This is an optimization exercise on Yosys and OpenROAD, whose aim is small area and a short achievable clock period, not a production implementation. At most, simulation tests tie the RTL to the original design; equivalence was not proved. The flow treats the clock pin as an ideal source, which a real chip does not have. No activity file was given, so power comes from the tool's default toggle rates.

// top_level
module top_level (
    input          clk,
    input          resetn,
    input          start,
    input  [31:0]  frame_size,
    input  [15:0]  packet_size,
    input  [7:0]   pp_group,
    output [127:0] out1_tdata,
    output         out1_tvalid,
    output         out1_tlast,
    output [127:0] out2_tdata,
    output         out2_tvalid,
    output         out2_tlast
);
For scale: ~1900 cells after synthesis, roughly 390 flip-flops, about 320 I/O pins, ~18000 µm² of cells after synthesis.
export LEC_CHECK = 0
export CAP_MARGIN = 20
export CORE_MARGIN = 2
export CORE_UTILIZATION = 40
export CTS_BUF_LIST = sky130_fd_sc_hd__clkbuf_16
export CTS_CLUSTER_DIAMETER = 100
export CTS_CLUSTER_SIZE = 25
export SLEW_MARGIN = 20
create_clock -name core_clock -period 150.0 [get_ports {clk}]
standard.sh (not shown) runs the stock make flow with config.mk's settings and CLKGATE_MAP_FILE= SYNTH_SCRIPT=/design/flow/synth_recipe.tcl, a recipe that flattens the netlist after the stock synthesis.
==> flow/flow/run.sh <==
#!/bin/bash
export BUFFER_PORTS_ARGS="-buffer_cell sky130_fd_sc_hd__buf_1"
export PRE_RESIZE_TCL=$PWD/flow/hook.tcl
export PRE_CTS_TCL=$PWD/flow/hook.tcl
export PRE_GLOBAL_ROUTE_TCL=$PWD/flow/hook.tcl
export SETUP_SLACK_MARGIN=118.6
export SETUP_MOVE_SEQUENCE=buffer
bash standard.sh > standard.log 2>&1
==> flow/flow/hook.tcl <==
set_dont_use [get_lib_cells {sky130_fd_sc_hd__clkdlybuf4s* sky130_fd_sc_hd__dlygate4sd* sky130_fd_sc_hd__dlymetal6s*}]
Edit:
--- a/flow/flow/run.sh
+++ b/flow/flow/run.sh
@@ -6,3 +6,2 @@
 export SETUP_SLACK_MARGIN=118.6
-export SETUP_MOVE_SEQUENCE=buffer
 bash standard.sh > standard.log 2>&1
Outcome: Count of clock-buffer cells in the layout does not change; power is higher by 0.70%; global-route usage climbs by 1.0 points; sequential share of layout area shrinks by 6.0 points; critical path depth grows by 1; wire length is higher by 13%; hold slack gets worse by 0.012 ns; cell area rises by 18%.
Function was not checked in any run of this note: the RTL went through the layout flow alone.

== run A ==
The RTL this note starts from:
==> flow/design.v <==
module top_level (
    input          clk,
    input          resetn,
    input          start,
    input  [31:0]  frame_size,
    input  [15:0]  packet_size,
    input  [7:0]   pp_group,
    output [127:0] out1_tdata,
    output         out1_tvalid,
    output         out1_tlast,
    output [127:0] out2_tdata,
    output         out2_tvalid,
    output         out2_tlast
);
reg        gen_on;
reg [15:0] g;
wire [16:0] g_cy;
assign g_cy[0] = 1'b1;
genvar i;
generate for (i = 0; i < 16; i = i + 1) begin : g_gen
    assign g_cy[i+1] = g_cy[i] & g[i];
end endgenerate
always @(posedge clk) begin
    gen_on <= resetn & (gen_on | start);
    g      <= {16{gen_on}} & (g ^ g_cy[15:0]);
end
reg        path;
reg [15:0] ci;
reg [7:0]  co;
reg [15:0] cps;
reg        cps_t0;
reg        ovf;
wire ci_end = (ci == 16'd1);
wire co_end = (co == 8'd1);
wire swap   = ci_end & co_end & ~ovf;
wire [16:0] ci_bw;
wire [8:0]  co_bw;
assign ci_bw[0]  = 1'b1;
assign co_bw[0]  = 1'b1;
generate for (i = 0; i < 16; i = i + 1) begin : g_sw
    assign ci_bw[i+1]  = ci_bw[i] & ~ci[i];
end endgenerate
generate for (i = 0; i < 8; i = i + 1) begin : g_co
    assign co_bw[i+1] = co_bw[i] & ~co[i];
end endgenerate
always @(posedge clk) begin
    if (!resetn) begin
        path <= 1'b0;
        ci   <= packet_size;
        co   <= pp_group;
        cps  <= 16'd1;
        cps_t0 <= 1'b1;
        ovf  <= (pp_group == 8'd0);
    end else begin
        ci <= ci_end ? packet_size : ci ^ ci_bw[15:0];
        if (ci_end)
            co <= co_end ? pp_group : co ^ co_bw[7:0];
        cps <= swap ? 16'd1 : {cps[14:0], cps[15] ^ cps[14] ^ cps[12] ^ cps[3]};
        cps_t0 <= swap;
        if (cps == 16'd1 && !cps_t0 && !swap)
            ovf <= 1'b1;
        if (swap)
            path <= ~path;
    end
end
wire en1 = gen_on &  path;
wire en2 = gen_on & ~path;
reg          v1, v2;
reg  [127:0] c1, c2;
reg          pprev;
reg  [15:0]  hold;
wire [128:0] c1_cy, c2_cy;
assign c1_cy[0] = en1;
assign c2_cy[0] = en2;
generate for (i = 0; i < 128; i = i + 1) begin : g_cnt
    assign c1_cy[i+1] = c1_cy[i] & c1[i];
    assign c2_cy[i+1] = c2_cy[i] & c2[i];
end endgenerate
always @(posedge clk) begin
    pprev <= path;
    if (path ^ pprev)
        hold <= g;
    if (!resetn) begin
        v1 <= 1'b0;
        v2 <= 1'b0;
        c1 <= 128'd0;
        c2 <= 128'd0;
    end else begin
        v1 <= v1 | en1;
        v2 <= v2 | en2;
        c1 <= c1 ^ c1_cy[127:0];
        c2 <= c2 ^ c2_cy[127:0];
    end
end
reg        st_d, st_m1, st_m2, st_fc;
reg        sel_g, sel_h;
reg [15:0] p_r;
reg [31:0] rem;
wire [31:0] p_x = {16'd0, p_r};
wire [32:0] bw;
wire [31:0] diff = rem ^ p_x ^ bw[31:0];
wire        last_d = bw[32];
wire        st_d_next = ~resetn | (st_d & ~last_d) | st_fc;
assign bw[0] = 1'b0;
generate for (i = 0; i < 32; i = i + 1) begin : g_rem
    assign bw[i+1] = (~rem[i] & (p_x[i] | bw[i])) | (p_x[i] & bw[i]);
end endgenerate
always @(posedge clk) begin
    p_r <= packet_size;
    sel_g <= st_d_next &  path;
    sel_h <= st_d_next & ~path;
    rem <= (!resetn || !st_d) ? frame_size : diff;
    if (!resetn) begin
        st_d  <= 1'b1;
        st_m1 <= 1'b0;
        st_m2 <= 1'b0;
        st_fc <= 1'b0;
    end else begin
        st_d  <= st_d_next;
        st_m1 <= st_d & last_d;
        st_m2 <= st_m1;
        st_fc <= st_m2;
    end
end
localparam [15:0] META_WORD = 16'd1638;
wire [15:0] x1 = ({16{sel_g}} & g) | ({16{sel_h}} & hold);
wire [15:0] x2 = ({16{sel_h}} & g) | ({16{sel_g}} & hold);
wire [15:0] m  = {16{st_m1 | st_m2}} & META_WORD;
assign out1_tdata  = ({128{st_fc}} & c1) | {{7{x1}}, x1 | m};
assign out2_tdata  = ({128{st_fc}} & c2) | {{7{x2}}, x2 | m};
assign out1_tvalid = ~st_d | v1;
assign out2_tvalid = ~st_d | v2;
assign out1_tlast  = st_fc;
assign out2_tlast  = st_fc;
endmodule
==> flow/config.mk <==
export PLATFORM = sky130hd
export DESIGN_NAME = top_level
export DESIGN_NICKNAME = top_level
export VERILOG_FILES = /design/flow/design.v
export SDC_FILE = /design/flow/constraint.sdc
export NUM_CORES = 4
export LEC_CHECK = 0
export CAP_MARGIN = 20
export CORE_MARGIN = 2
export CORE_UTILIZATION = 60
export CTS_BUF_LIST = sky130_fd_sc_hd__clkbuf_16
export CTS_CLUSTER_DIAMETER = 100
export CTS_CLUSTER_SIZE = 25
export GPL_TIMING_DRIVEN = 0
export SLEW_MARGIN = 20
==> flow/constraint.sdc <==
create_clock -name core_clock -period 150.0 [get_ports {clk}]
set_input_delay 30.0000 -clock core_clock [delete_from_list [all_inputs] [get_ports {clk}]]
set_output_delay 30.0000 -clock core_clock [all_outputs]
set_load 0.01 [all_outputs]
==> flow/flow/run.sh <==
#!/bin/bash
# The standard layout (standard.sh) with three changes to how it is made:
# - the port buffers are buf_1 cells instead of the delay cells that
#   buffer_ports picks by default;
# - before the resizer runs, the buffers synthesis left on signal nets are
#   removed (rm_bufs.tcl), and every signal net with more than 24 loads is
#   split into groups of nearby loads, each driven by its own buf_4
#   (fanout_tree.tcl), instead of the resizer's buffer chains;
# - the resizer may not use delay cells as buffers (hook.tcl).
# The clock period and constraints are the standard flow's. ORFS's output is in
# standard.log; its per-step logs are under orfs/logs/.
export FLOW_FLOW_DIR=$PWD/flow
export BUFFER_PORTS_ARGS="-buffer_cell sky130_fd_sc_hd__buf_1"
export PRE_IO_PLACEMENT_TCL=$PWD/flow/io_groups.tcl
export PRE_RESIZE_TCL=$PWD/flow/pre_resize.tcl
export PRE_CTS_TCL=$PWD/flow/hook.tcl
export PRE_GLOBAL_ROUTE_TCL=$PWD/flow/hook.tcl
bash standard.sh > standard.log 2>&1
==> flow/flow/fanout_tree.tcl <==
# Split every high-fanout signal net into groups of nearby loads, each
# driven by its own buffer placed at the group's centre.
proc my_fanout_tree { max_fo buf_cell } {
  set block [ord::get_db_block]
  set dbu [$block getDbUnitsPerMicron]
  set todo {}
  foreach net [$block getNets] {
    if { [$net getSigType] != "SIGNAL" } { continue }
    set loads {}
    set clocked 0
    foreach it [$net getITerms] {
      if { [$it isInputSignal] } {
        lappend loads $it
      }
      if { [[$it getMTerm] getSigType] == "CLOCK" } { set clocked 1 }
    }
    if { $clocked || [llength $loads] <= $max_fo } { continue }
    lappend todo [list [$net getName] $loads]
    # the driver now drives the buffers spread over the die: make it strong
    foreach it [$net getITerms] {
      if { ![$it isOutputSignal] } { continue }
      set inst [$it getInst]
      if { [regexp {^(sky130_fd_sc_hd__[a-z0-9]+)_[0-9]+$} [[$inst getMaster] getName] -> base] } {
        set cell [get_lib_cells -quiet ${base}_4]
        if { $cell != "" } { replace_cell [get_cells [$inst getName]] $cell }
      }
    }
  }
  foreach item $todo {
    lassign $item name loads
    set n [llength $loads]
    set ngroups [expr {int(ceil(double($n) / $max_fo))}]
    set ncols [expr {int(ceil(sqrt($ngroups)))}]
    set pts {}
    foreach it $loads {
      set bb [[$it getInst] getBBox]
      lappend pts [list [expr {([$bb xMin] + [$bb xMax]) / 2}] [expr {([$bb yMin] + [$bb yMax]) / 2}] $it]
    }
    set pts [lsort -integer -index 0 $pts]
    set per_col [expr {int(ceil(double($n) / $ncols))}]
    set groups {}
    for {set c 0} {$c < $n} {incr c $per_col} {
      set col [lsort -integer -index 1 [lrange $pts $c [expr {$c + $per_col - 1}]]]
      set m [llength $col]
      set ng [expr {int(ceil(double($m) / $max_fo))}]
      set per [expr {int(ceil(double($m) / $ng))}]
      for {set g 0} {$g < $m} {incr g $per} {
        lappend groups [lrange $col $g [expr {$g + $per - 1}]]
      }
    }
    puts "fanout tree: net $name, $n loads, [llength $groups] buffers"
    foreach grp $groups {
      set sx 0; set sy 0; set pins {}
      foreach p $grp {
        lassign $p x y it
        set sx [expr {$sx + $x}]; set sy [expr {$sy + $y}]
        lappend pins [get_pins [[$it getInst] getName]/[[$it getMTerm] getName]]
      }
      set k [llength $grp]
      insert_buffer -buffer_cell $buf_cell -net [get_nets $name] -load_pins $pins \
        -location [list [expr {double($sx) / $k / $dbu}] [expr {double($sy) / $k / $dbu}]]
    }
  }
}
==> flow/flow/pre_resize.tcl <==
source $::env(FLOW_FLOW_DIR)/hook.tcl
source $::env(FLOW_FLOW_DIR)/rm_bufs.tcl
source $::env(FLOW_FLOW_DIR)/fanout_tree.tcl
source $::env(FLOW_FLOW_DIR)/upsize.tcl
my_remove_inner_buffers
my_fanout_tree 32 sky130_fd_sc_hd__buf_4
my_upsize_drivers 9 16
==> flow/flow/upsize.tcl <==
# Give the logic cells that drive many loads a stronger drive variant of
# the same function (these nets are short of slack only against the I/O
# delays, which the resizer does not chase).
proc my_upsize_drivers { fo2 fo4 } {
  set block [ord::get_db_block]
  set n 0
  foreach inst [$block getInsts] {
    set master [[$inst getMaster] getName]
    if { ![regexp {^(sky130_fd_sc_hd__[a-z0-9]+)_([0-9]+)$} $master -> base size] } { continue }
    if { [regexp {dl|buf|inv|conb|tap|fill|decap|ha$|fa$} $base] } { continue }
    set fo 0
    foreach it [$inst getITerms] {
      if { ![$it isOutputSignal] } { continue }
      set net [$it getNet]
      if { $net == "NULL" } { continue }
      foreach l [$net getITerms] { if { [$l isInputSignal] } { incr fo } }
    }
    set want 0
    if { $fo >= $fo4 } { set want 4 } elseif { $fo >= $fo2 } { set want 2 }
    if { $want <= $size } { continue }
    set cell [get_lib_cells -quiet ${base}_$want]
    if { $cell == "" } { continue }
    replace_cell [get_cells [$inst getName]] $cell
    incr n
  }
  puts "upsized $n drivers"
}
Scripts as last shown in full above: flow/flow/hook.tcl
Other scripts of this flow, unchanged in this note and not shown: flow/flow/io_groups.tcl, flow/flow/rm_bufs.tcl
The following lists how run B was set up differently from run A:
Settings: changing CORE_UTILIZATION from 60 to 40.
diff --git a/flow/flow/fanout_tree.tcl b/flow/flow/fanout_tree.tcl
--- a/flow/flow/fanout_tree.tcl
+++ b/flow/flow/fanout_tree.tcl
@@ -17,13 +17,4 @@
     if { $clocked || [llength $loads] <= $max_fo } { continue }
     lappend todo [list [$net getName] $loads]
-    # the driver now drives the buffers spread over the die: make it strong
-    foreach it [$net getITerms] {
-      if { ![$it isOutputSignal] } { continue }
-      set inst [$it getInst]
-      if { [regexp {^(sky130_fd_sc_hd__[a-z0-9]+)_[0-9]+$} [[$inst getMaster] getName] -> base] } {
-        set cell [get_lib_cells -quiet ${base}_4]
-        if { $cell != "" } { replace_cell [get_cells [$inst getName]] $cell }
-      }
-    }
   }
   foreach item $todo {
==> flow/flow/pre_resize.tcl <==
source $::env(FLOW_FLOW_DIR)/hook.tcl
source $::env(FLOW_FLOW_DIR)/rm_bufs.tcl
source $::env(FLOW_FLOW_DIR)/fanout_tree.tcl
source $::env(FLOW_FLOW_DIR)/upsize.tcl
my_remove_inner_buffers
my_fanout_tree 24 sky130_fd_sc_hd__buf_4
my_upsize_drivers 5 12
diff --git a/flow/flow/upsize.tcl b/flow/flow/upsize.tcl
--- a/flow/flow/upsize.tcl
+++ b/flow/flow/upsize.tcl
@@ -8,5 +8,5 @@
     set master [[$inst getMaster] getName]
     if { ![regexp {^(sky130_fd_sc_hd__[a-z0-9]+)_([0-9]+)$} $master -> base size] } { continue }
-    if { [regexp {dl|buf|inv|conb|tap|fill|decap|ha$|fa$} $base] } { continue }
+    if { [regexp {df|dl|buf|inv|conb|tap|fill|decap|ha$|fa$} $base] } { continue }
     set fo 0
     foreach it [$inst getITerms] {
Run B vs. run A: wire length went up by about 6.4%.
Power, run B and run A, higher one = run B.
Run B vs run A — shortest period the worst path allows rose 0.081 ns.
Measured against each other, run B and run A differ in utilization after layout, the lower figure coming from run B.
Per the comparison of run B with run A, power dissipated by switching net loads picked up an extra about 3.4%; proportion of cell area occupied by multi-input gates lower.
--- input diff run B..run C ---
Settings: changing CTS_CLUSTER_SIZE from 25 to 16; changing CTS_CLUSTER_DIAMETER from 100 to 60; changing CTS_BUF_LIST from sky130_fd_sc_hd__clkbuf_16 to sky130_fd_sc_hd__clkbuf_8.
diff --git a/flow/flow/fanout_tree.tcl b/flow/flow/fanout_tree.tcl
--- a/flow/flow/fanout_tree.tcl
+++ b/flow/flow/fanout_tree.tcl
@@ -17,4 +17,13 @@
     if { $clocked || [llength $loads] <= $max_fo } { continue }
     lappend todo [list [$net getName] $loads]
+    # the driver now drives the buffers spread over the die: make it strong
+    foreach it [$net getITerms] {
+      if { ![$it isOutputSignal] } { continue }
+      set inst [$it getInst]
+      if { [regexp {^(sky130_fd_sc_hd__[a-z0-9]+)_[0-9]+$} [[$inst getMaster] getName] -> base] } {
+        set cell [get_lib_cells -quiet ${base}_4]
+        if { $cell != "" } { replace_cell [get_cells [$inst getName]] $cell }
+      }
+    }
   }
   foreach item $todo {
## What came out
From run B to run C the numbers moved as follows: final core utilization picked up an extra 0.88 points; pin count of the biggest net entering global routing lost about 15%; sequential share of layout area lost 0.68 points.
Compared to run B, the router laid down more metal wire for run C.
There was hardly any difference in post-detailed-placement half-perimeter wirelength between run B and run C.
Of run B and run C, the run reporting the lower proportion of power drawn by combinational gates was run C.
Of the two candidates, run B has the worse worst setup slack and run C the better one.
Setup changes, run C to run D
Settings: CTS_BUF_LIST now sky130_fd_sc_hd__clkbuf_16, was sky130_fd_sc_hd__clkbuf_8; PLACE_DENSITY now 0.8, previously not set; CTS_CLUSTER_DIAMETER now 100, was 60; CORE_UTILIZATION now 70, was 40; CTS_CLUSTER_SIZE now 25, was 16.
## What came out
- Run C reached the final stage; the timing, design-rule and antenna checks on its layout passed.
- Run D: no failed stages, no open violations at the end
- Per the comparison of run D with run C, met1 layer wirelength in the final routing went down, detailed-route wire length went up, power went down.
- The lower power share of the sequential group came out of run C.
- Compared with run C, in run D met3 usage went up by 1.4 points, tightest hold margin has increased, floorplan die width lower, post-layout instance area fell 3.4%.
- Run D ends up with lower final period demand of the worst path than run C does.
[inputs] run E vs run D
Settings: clearing PLACE_DENSITY, which used to be 0.8; swapping 70 for 60 in CORE_UTILIZATION.
==> flow/flow/pre_resize.tcl <==
source $::env(FLOW_FLOW_DIR)/hook.tcl
source $::env(FLOW_FLOW_DIR)/rm_bufs.tcl
source $::env(FLOW_FLOW_DIR)/fanout_tree.tcl
source $::env(FLOW_FLOW_DIR)/upsize.tcl
my_remove_inner_buffers
my_fanout_tree 32 sky130_fd_sc_hd__buf_4
my_upsize_drivers 5 12
diff --git a/flow/flow/upsize.tcl b/flow/flow/upsize.tcl
--- a/flow/flow/upsize.tcl
+++ b/flow/flow/upsize.tcl
@@ -8,5 +8,5 @@
     set master [[$inst getMaster] getName]
     if { ![regexp {^(sky130_fd_sc_hd__[a-z0-9]+)_([0-9]+)$} $master -> base size] } { continue }
-    if { [regexp {df|dl|buf|inv|conb|tap|fill|decap|ha$|fa$} $base] } { continue }
+    if { [regexp {dl|buf|inv|conb|tap|fill|decap|ha$|fa$} $base] } { continue }
     set fo 0
     foreach it [$inst getITerms] {
### Flow results
Run E and run D ended up with nearly the same power density relative to cell area.
Going from run D to run E, proportion of cell area occupied by registers ~0 delta; final standard cell utilization of the core has decreased; maximum clock frequency rose by about 0.4%.
diff inputs: run E => run F
==> flow/flow/run.sh <==
#!/bin/bash
# The standard layout (standard.sh, unchanged synthesis) with these
# changes to how the layout is made; the clock period and constraints are
# the standard flow's:
# - the port buffers are buf_1 cells instead of the delay cells that
#   buffer_ports picks by default (every port still gets its own buffer);
# - the pins that carry the same data-part bit of a path are kept together
#   (io_groups.tcl);
# - before the resizer runs (pre_resize.tcl): the buffers synthesis left on
#   signal nets are removed (rm_bufs.tcl); every signal net with more than
#   32 loads is split into groups of nearby loads, each driven by its own
#   buf_4 (fanout_tree.tcl); logic cells and flip-flops that drive 5 or more
#   loads get a stronger drive variant of the same cell (upsize.tcl);
# - the resizer may not use delay cells as buffers (hook.tcl).
# ORFS's output is in standard.log; its per-step logs are under orfs/logs/.
export FLOW_FLOW_DIR=$PWD/flow
export BUFFER_PORTS_ARGS="-buffer_cell sky130_fd_sc_hd__buf_1"
export PRE_IO_PLACEMENT_TCL=$PWD/flow/io_groups.tcl
export PRE_RESIZE_TCL=$PWD/flow/pre_resize.tcl
export PRE_CTS_TCL=$PWD/flow/hook.tcl
export PRE_GLOBAL_ROUTE_TCL=$PWD/flow/hook.tcl
bash standard.sh > standard.log 2>&1
==> summary.txt <==
No stage failed in run F, and the final checks on the layout all came back clean. As far as mapped cell area goes, run F and run E are indistinguishable; the numbers are identical. Run E -> run F: remaining antenna violation count after routing delta 0, exact match. Total power after layout essentially unchanged between run E and run F.

==> separate check: timing with driven ports <==
Ports are ideal in the flow. The routed layouts listed here were re-timed in OpenROAD.
Step 1 sets driving cells, clkbuf_16 on the clock port and buf_2 on the other inputs (assumed; they add their load-dependent delay and slew).
Step 2 adds t to the input delays and takes it off the output delays; t is the mean of the earliest and latest rising clock arrival at the registers after step 1. Input paths then give back, and output paths get back, about the clock's delay inside the block.
Three values: ideal, step 1, step 2; two values: the first two.
run	t, ns	slack for setup (ns)	worst hold slack (ns)	worst slew at a driven data input, ns
the first run of note 1	0.581	117.192 / 117.137 / 117.718	0.466 / 0.466 / 0.466	0.05
the second run of note 1	0.581	118.006 / 117.954 / 118.240	0.454 / 0.454 / 0.454	0.06
run A	0.567	117.651 / 117.598 / 117.747	0.462 / 0.462 / 0.462	0.04
run B	0.581	117.570 / 117.511 / 117.653	0.467 / 0.467 / 0.467	0.06
run C	0.648	117.762 / 117.712 / 117.763	0.454 / 0.454 / 0.454	0.06
run D	0.562	117.817 / 117.766 / 117.804	0.462 / 0.462 / 0.462	0.07
run E	0.572	117.947 / 117.898 / 117.761	0.458 / 0.458 / 0.458	0.05
run F	0.572	117.947 / 117.898 / 117.761	0.458 / 0.458 / 0.458	0.05
After both steps every run listed still meets setup and hold.
